Context: an optimization exercise on an open-source flow, tuned for small area and a short achievable clock period. The choices shown serve that exercise and are no tape-out recipe.
RTL that was checked went through simulation tests only; none was proved equivalent to the original.
Power is estimated from default activity; no workload was simulated.

==> flow/design.v <==
module pipeline_cpu (
    input clk,rst,
    output [31:0] imem_addr,    
    input  [31:0] imem_data,    
    output        dmem_we,      
    output [31:0] dmem_addr,    
    output [31:0] dmem_wdata,   
    input  [31:0] dmem_rdata    
);
reg  [31:0] pc;
reg  [31:0] ir;             
reg         iv;             
reg  [31:0] a_e, b_e;       
reg  [12:0] imm_e;          
reg  [4:0]  rd_e;
reg         fa_e, fb_e;     
reg         fbx_e;          
reg         src_e;          
reg         regwr_e, memwr_e, lw_e, br_e;
reg         sub_e, s_add_e, s_and_e, s_or_e, s_xor_e, s_slt_e;
reg  [31:0] alu_m, wd_m;    
reg  [4:0]  rd_m;
reg         regwr_m, memwr_m, lw_m;
reg  [31:0] res_w;          
reg  [4:0]  rd_w;
reg         regwr_w;
reg         tk1, tk2;       
reg  [13:0] x1, x2;         
reg  [31:0] rf [1:31];
always @(posedge clk) begin
    if (rst == 1'b0) pc <= 32'd0;
    else             pc <= pc + (tk2 ? {{18{x2[13]}}, x2} : 32'd1);
end
assign imem_addr = pc;
wire pcsrc;
wire flush_n = ~(pcsrc | tk1 | tk2);
always @(posedge clk or negedge rst) begin
    if (rst == 1'b0) iv <= 1'b0;
    else             iv <= flush_n;
end
always @(posedge clk) ir <= imem_data;
wire [6:0] op  = ir[6:0];
wire [4:0] rs1 = ir[19:15];
wire [4:0] rs2 = ir[24:20];
wire [4:0] rd  = ir[11:7];
wire [2:0] f3  = ir[14:12];
wire is_lw = (op == 7'b0000011);
wire is_sw = (op == 7'b0100011);
wire is_r  = (op == 7'b0110011);
wire is_i  = (op == 7'b0010011);
wire is_b  = (op == 7'b1100011);
wire is_alu = is_r | is_i;
reg  [31:0] rd1, rd2;
integer k;
always @(*) begin
    rd1 = 32'd0;
    rd2 = 32'd0;
    for (k = 1; k < 32; k = k + 1) begin
        rd1 = rd1 | ({32{rs1 == k}} & rf[k]);
        rd2 = rd2 | ({32{rs2 == k}} & rf[k]);
    end
end
wire [31:0] res_m = lw_m ? dmem_rdata : alu_m;
wire [31:0] a_d = (regwr_m && rd_m == rs1) ? res_m : rd1;
wire [31:0] b_d = (regwr_m && rd_m == rs2) ? res_m : rd2;
wire [12:0] imm_d = is_sw ? {ir[31], ir[31:25], ir[11:7]} :
                    is_b  ? {ir[31], ir[7], ir[30:25], ir[11:8], 1'b0} :
                            {ir[31], ir[31:20]};
wire src_d = is_lw | is_sw | is_i;
wire fa_d  = regwr_e && rd_e == rs1;
wire fb_d  = regwr_e && rd_e == rs2;
reg d_add, d_sub, d_and, d_or, d_xor, d_slt;
always @(*) begin
    d_add = 1'b0; d_sub = 1'b0; d_and = 1'b0; d_or = 1'b0; d_xor = 1'b0; d_slt = 1'b0;
    if (is_alu) begin
        case (f3)
            3'b000: begin d_add = 1'b1; d_sub = is_r & ir[30]; end
            3'b001: ;
            3'b010: begin d_slt = 1'b1; d_sub = 1'b1; end
            3'b100: d_xor = 1'b1;
            3'b110: d_or  = 1'b1;
            3'b111: d_and = 1'b1;
            default: d_add = 1'b1;
        endcase
    end else begin
        d_add = 1'b1;
        d_sub = is_b;
    end
end
always @(posedge clk) begin
    a_e   <= a_d;
    b_e   <= b_d;
    imm_e <= imm_d;
    rd_e  <= rd;
end
always @(posedge clk or negedge rst) begin
    if (rst == 1'b0) begin
        fa_e <= 1'b0; fb_e <= 1'b0; fbx_e <= 1'b0; src_e <= 1'b0;
        regwr_e <= 1'b0; memwr_e <= 1'b0; lw_e <= 1'b0; br_e <= 1'b0;
        sub_e <= 1'b0; s_add_e <= 1'b0; s_and_e <= 1'b0; s_or_e <= 1'b0;
        s_xor_e <= 1'b0; s_slt_e <= 1'b0;
    end else begin
        fa_e    <= fa_d;
        fb_e    <= fb_d;
        fbx_e   <= fb_d & ~src_d;
        src_e   <= src_d;
        regwr_e <= iv & (is_lw | is_alu) & (rd != 5'd0);
        memwr_e <= iv & is_sw;
        lw_e    <= is_lw;
        br_e    <= iv & is_b;
        sub_e   <= d_sub;
        s_add_e <= iv & d_add;
        s_and_e <= iv & d_and;
        s_or_e  <= iv & d_or;
        s_xor_e <= iv & d_xor;
        s_slt_e <= iv & d_slt;
    end
end
wire [31:0] imm32 = {{19{imm_e[12]}}, imm_e};
wire [31:0] a     = fa_e  ? alu_m : a_e;
wire [31:0] rs2v  = fb_e  ? alu_m : b_e;
wire [31:0] b     = fbx_e ? alu_m : (src_e ? imm32 : b_e);
wire [32:0] sum   = {1'b0, a} + {1'b0, b ^ {32{sub_e}}} + {32'd0, sub_e};
wire        lt    = ~sum[32];
wire [31:0] alu   = ({32{s_add_e}} & sum[31:0]) |
                    ({32{s_and_e}} & (a & b)) |
                    ({32{s_or_e}}  & (a | b)) |
                    ({32{s_xor_e}} & (a ^ b)) |
                    {31'd0, s_slt_e & lt};
assign pcsrc = br_e & (a == rs2v);
wire [13:0] imm14 = {imm_e[12], imm_e};
wire [13:0] x_e   = tk1 ? imm14 - x1 - 14'd3 : imm14 - 14'd4;
always @(posedge clk or negedge rst) begin
    if (rst == 1'b0) begin
        tk1 <= 1'b0; tk2 <= 1'b0;
    end else begin
        tk1 <= pcsrc; tk2 <= tk1;
    end
end
always @(posedge clk) begin
    x1 <= x_e;
    x2 <= x1;
end
always @(posedge clk or negedge rst) begin
    if (rst == 1'b0) begin
        alu_m <= 32'd0;
        regwr_m <= 1'b0; memwr_m <= 1'b0; lw_m <= 1'b0;
    end else begin
        alu_m <= alu;
        regwr_m <= regwr_e; memwr_m <= memwr_e; lw_m <= lw_e;
    end
end
always @(posedge clk) begin
    wd_m <= rs2v;
    rd_m <= rd_e;
end
assign dmem_we    = memwr_m;
assign dmem_addr  = alu_m;
assign dmem_wdata = wd_m;
always @(posedge clk or negedge rst) begin
    if (rst == 1'b0) regwr_w <= 1'b0;
    else             regwr_w <= regwr_m;
end
always @(posedge clk) begin
    res_w <= res_m;
    rd_w  <= rd_m;
end
always @(posedge clk) begin
    if (regwr_w) rf[rd_w] <= res_w;
end
endmodule
==> flow/config.mk <==
export PLATFORM = sky130hd
export DESIGN_NAME = pipeline_cpu
export DESIGN_NICKNAME = pipeline_cpu
export VERILOG_FILES = /design/flow/design.v
export SDC_FILE = /design/flow/constraint.sdc
export NUM_CORES = 4
export LEC_CHECK = 0
export CAP_MARGIN = 20
export CORE_MARGIN = 2
export CORE_UTILIZATION = 40
export SLEW_MARGIN = 20
==> flow/constraint.sdc <==
create_clock -name core_clock -period 10.0 [get_ports {clk}]
set_input_delay 2.0000 -clock core_clock [delete_from_list [all_inputs] [get_ports {clk}]]
set_output_delay 2.0000 -clock core_clock [all_outputs]
set_load 0.01 [all_outputs]
standard.sh (not shown) runs the stock make flow with config.mk's settings and CLKGATE_MAP_FILE= SYNTH_SCRIPT=/design/flow/synth_recipe.tcl, a recipe that flattens the netlist after the stock synthesis.
==> flow/flow/run.sh <==
#!/bin/bash
set -euo pipefail
bash standard.sh SETUP_SLACK_MARGIN=6.7 finish > standard_flow.log 2>&1
The first run completed without violations.
Then changed:
--- a/flow/design.v
+++ b/flow/design.v
@@ -12,9 +12,9 @@
 reg         iv;             
 reg  [31:0] a_e, b_e;       
-reg  [12:0] imm_e;          
+reg  [12:1] imm_e;          
+reg  [31:0] bop_e;          
 reg  [4:0]  rd_e;
 reg         fa_e, fb_e;     
-reg         fbx_e;          
-reg         src_e;          
+reg         fbp_e, fbn_e;   
 reg         regwr_e, memwr_e, lw_e, br_e;
 reg         sub_e, s_add_e, s_and_e, s_or_e, s_xor_e, s_slt_e;
@@ -64,8 +64,7 @@
 wire [31:0] a_d = (regwr_m && rd_m == rs1) ? res_m : rd1;
 wire [31:0] b_d = (regwr_m && rd_m == rs2) ? res_m : rd2;
-wire [12:0] imm_d = is_sw ? {ir[31], ir[31:25], ir[11:7]} :
-                    is_b  ? {ir[31], ir[7], ir[30:25], ir[11:8], 1'b0} :
-                            {ir[31], ir[31:20]};
+wire [11:0] imm_d = is_sw ? {ir[31:25], ir[11:7]} : ir[31:20];
 wire src_d = is_lw | is_sw | is_i;
+wire [31:0] imm32_d = {{20{imm_d[11]}}, imm_d};
 wire fa_d  = regwr_e && rd_e == rs1;
 wire fb_d  = regwr_e && rd_e == rs2;
@@ -91,10 +90,11 @@
     a_e   <= a_d;
     b_e   <= b_d;
-    imm_e <= imm_d;
+    bop_e <= (src_d ? imm32_d : b_d) ^ {32{d_sub}};
+    imm_e <= {ir[31], ir[7], ir[30:25], ir[11:8]};
     rd_e  <= rd;
 end
 always @(posedge clk or negedge rst) begin
     if (rst == 1'b0) begin
-        fa_e <= 1'b0; fb_e <= 1'b0; fbx_e <= 1'b0; src_e <= 1'b0;
+        fa_e <= 1'b0; fb_e <= 1'b0; fbp_e <= 1'b0; fbn_e <= 1'b0;
         regwr_e <= 1'b0; memwr_e <= 1'b0; lw_e <= 1'b0; br_e <= 1'b0;
         sub_e <= 1'b0; s_add_e <= 1'b0; s_and_e <= 1'b0; s_or_e <= 1'b0;
@@ -103,6 +103,6 @@
         fa_e    <= fa_d;
         fb_e    <= fb_d;
-        fbx_e   <= fb_d & ~src_d;
-        src_e   <= src_d;
+        fbp_e   <= fb_d & ~src_d & ~d_sub;
+        fbn_e   <= fb_d & ~src_d & d_sub;
         regwr_e <= iv & (is_lw | is_alu) & (rd != 5'd0);
         memwr_e <= iv & is_sw;
@@ -117,17 +117,16 @@
     end
 end
-wire [31:0] imm32 = {{19{imm_e[12]}}, imm_e};
 wire [31:0] a     = fa_e  ? alu_m : a_e;
 wire [31:0] rs2v  = fb_e  ? alu_m : b_e;
-wire [31:0] b     = fbx_e ? alu_m : (src_e ? imm32 : b_e);
-wire [32:0] sum   = {1'b0, a} + {1'b0, b ^ {32{sub_e}}} + {32'd0, sub_e};
+wire [31:0] bx    = fbp_e ? alu_m : fbn_e ? ~alu_m : bop_e;
+wire [32:0] sum   = {1'b0, a} + {1'b0, bx} + {32'd0, sub_e};
 wire        lt    = ~sum[32];
 wire [31:0] alu   = ({32{s_add_e}} & sum[31:0]) |
-                    ({32{s_and_e}} & (a & b)) |
-                    ({32{s_or_e}}  & (a | b)) |
-                    ({32{s_xor_e}} & (a ^ b)) |
+                    ({32{s_and_e}} & (a & bx)) |
+                    ({32{s_or_e}}  & (a | bx)) |
+                    ({32{s_xor_e}} & (a ^ bx)) |
                     {31'd0, s_slt_e & lt};
 assign pcsrc = br_e & (a == rs2v);
-wire [13:0] imm14 = {imm_e[12], imm_e};
+wire [13:0] imm14 = {imm_e[12], imm_e, 1'b0};
 wire [13:0] x_e   = tk1 ? imm14 - x1 - 14'd3 : imm14 - 14'd4;
 always @(posedge clk or negedge rst) begin
Outcome: The new run finished with timing, DRC and antenna clean; setup slack gains 0.33 ns; cell area is higher by 1.7%; area after synthesis rose by 1.8%; combinational power stays flat; via count is higher by 2.7%; worst hold slack improves by 0.019 ns.
Function not checked in the first run of this note: the RTL went through the layout flow alone.

-- static timing again, ports no longer ideal --
The flow's constraints put no driver on any port. The routed layouts listed below were extracted and timed again, unchanged, in two steps. Step 1, drivers: a clkbuf_16 drives clk and a buf_2 each remaining input, both assumed. Step 2 moves the port delays by t, midway between the first and last clock arrival at a register: inputs arrive t later, outputs are due t later. That takes back most of the time a late clock gives input paths. Slacks: no drivers / after step 1 / after step 2; pairs: no drivers / after step 1.
| run | t (ns) | slack for setup (ns) | worst hold slack (ns) | worst setup path after step 2 | slew at the worst register clock pin (ns) |
|---|---|---|---|---|---|
| the first run | 0.881 | 6.146 / 6.146 / 6.049 | 0.331 / 0.331 / 0.331 | input to register | 0.07 / 0.07 |
| the second run | 0.871 | 6.480 / 6.480 / 6.145 | 0.350 / 0.350 / 0.350 | input to register | 0.07 / 0.07 |
After both steps every run listed still meets setup and hold. For the second run, which loses most, drivers alone change the setup slack by 0.000 ns; drivers and shift together by -0.335 ns.
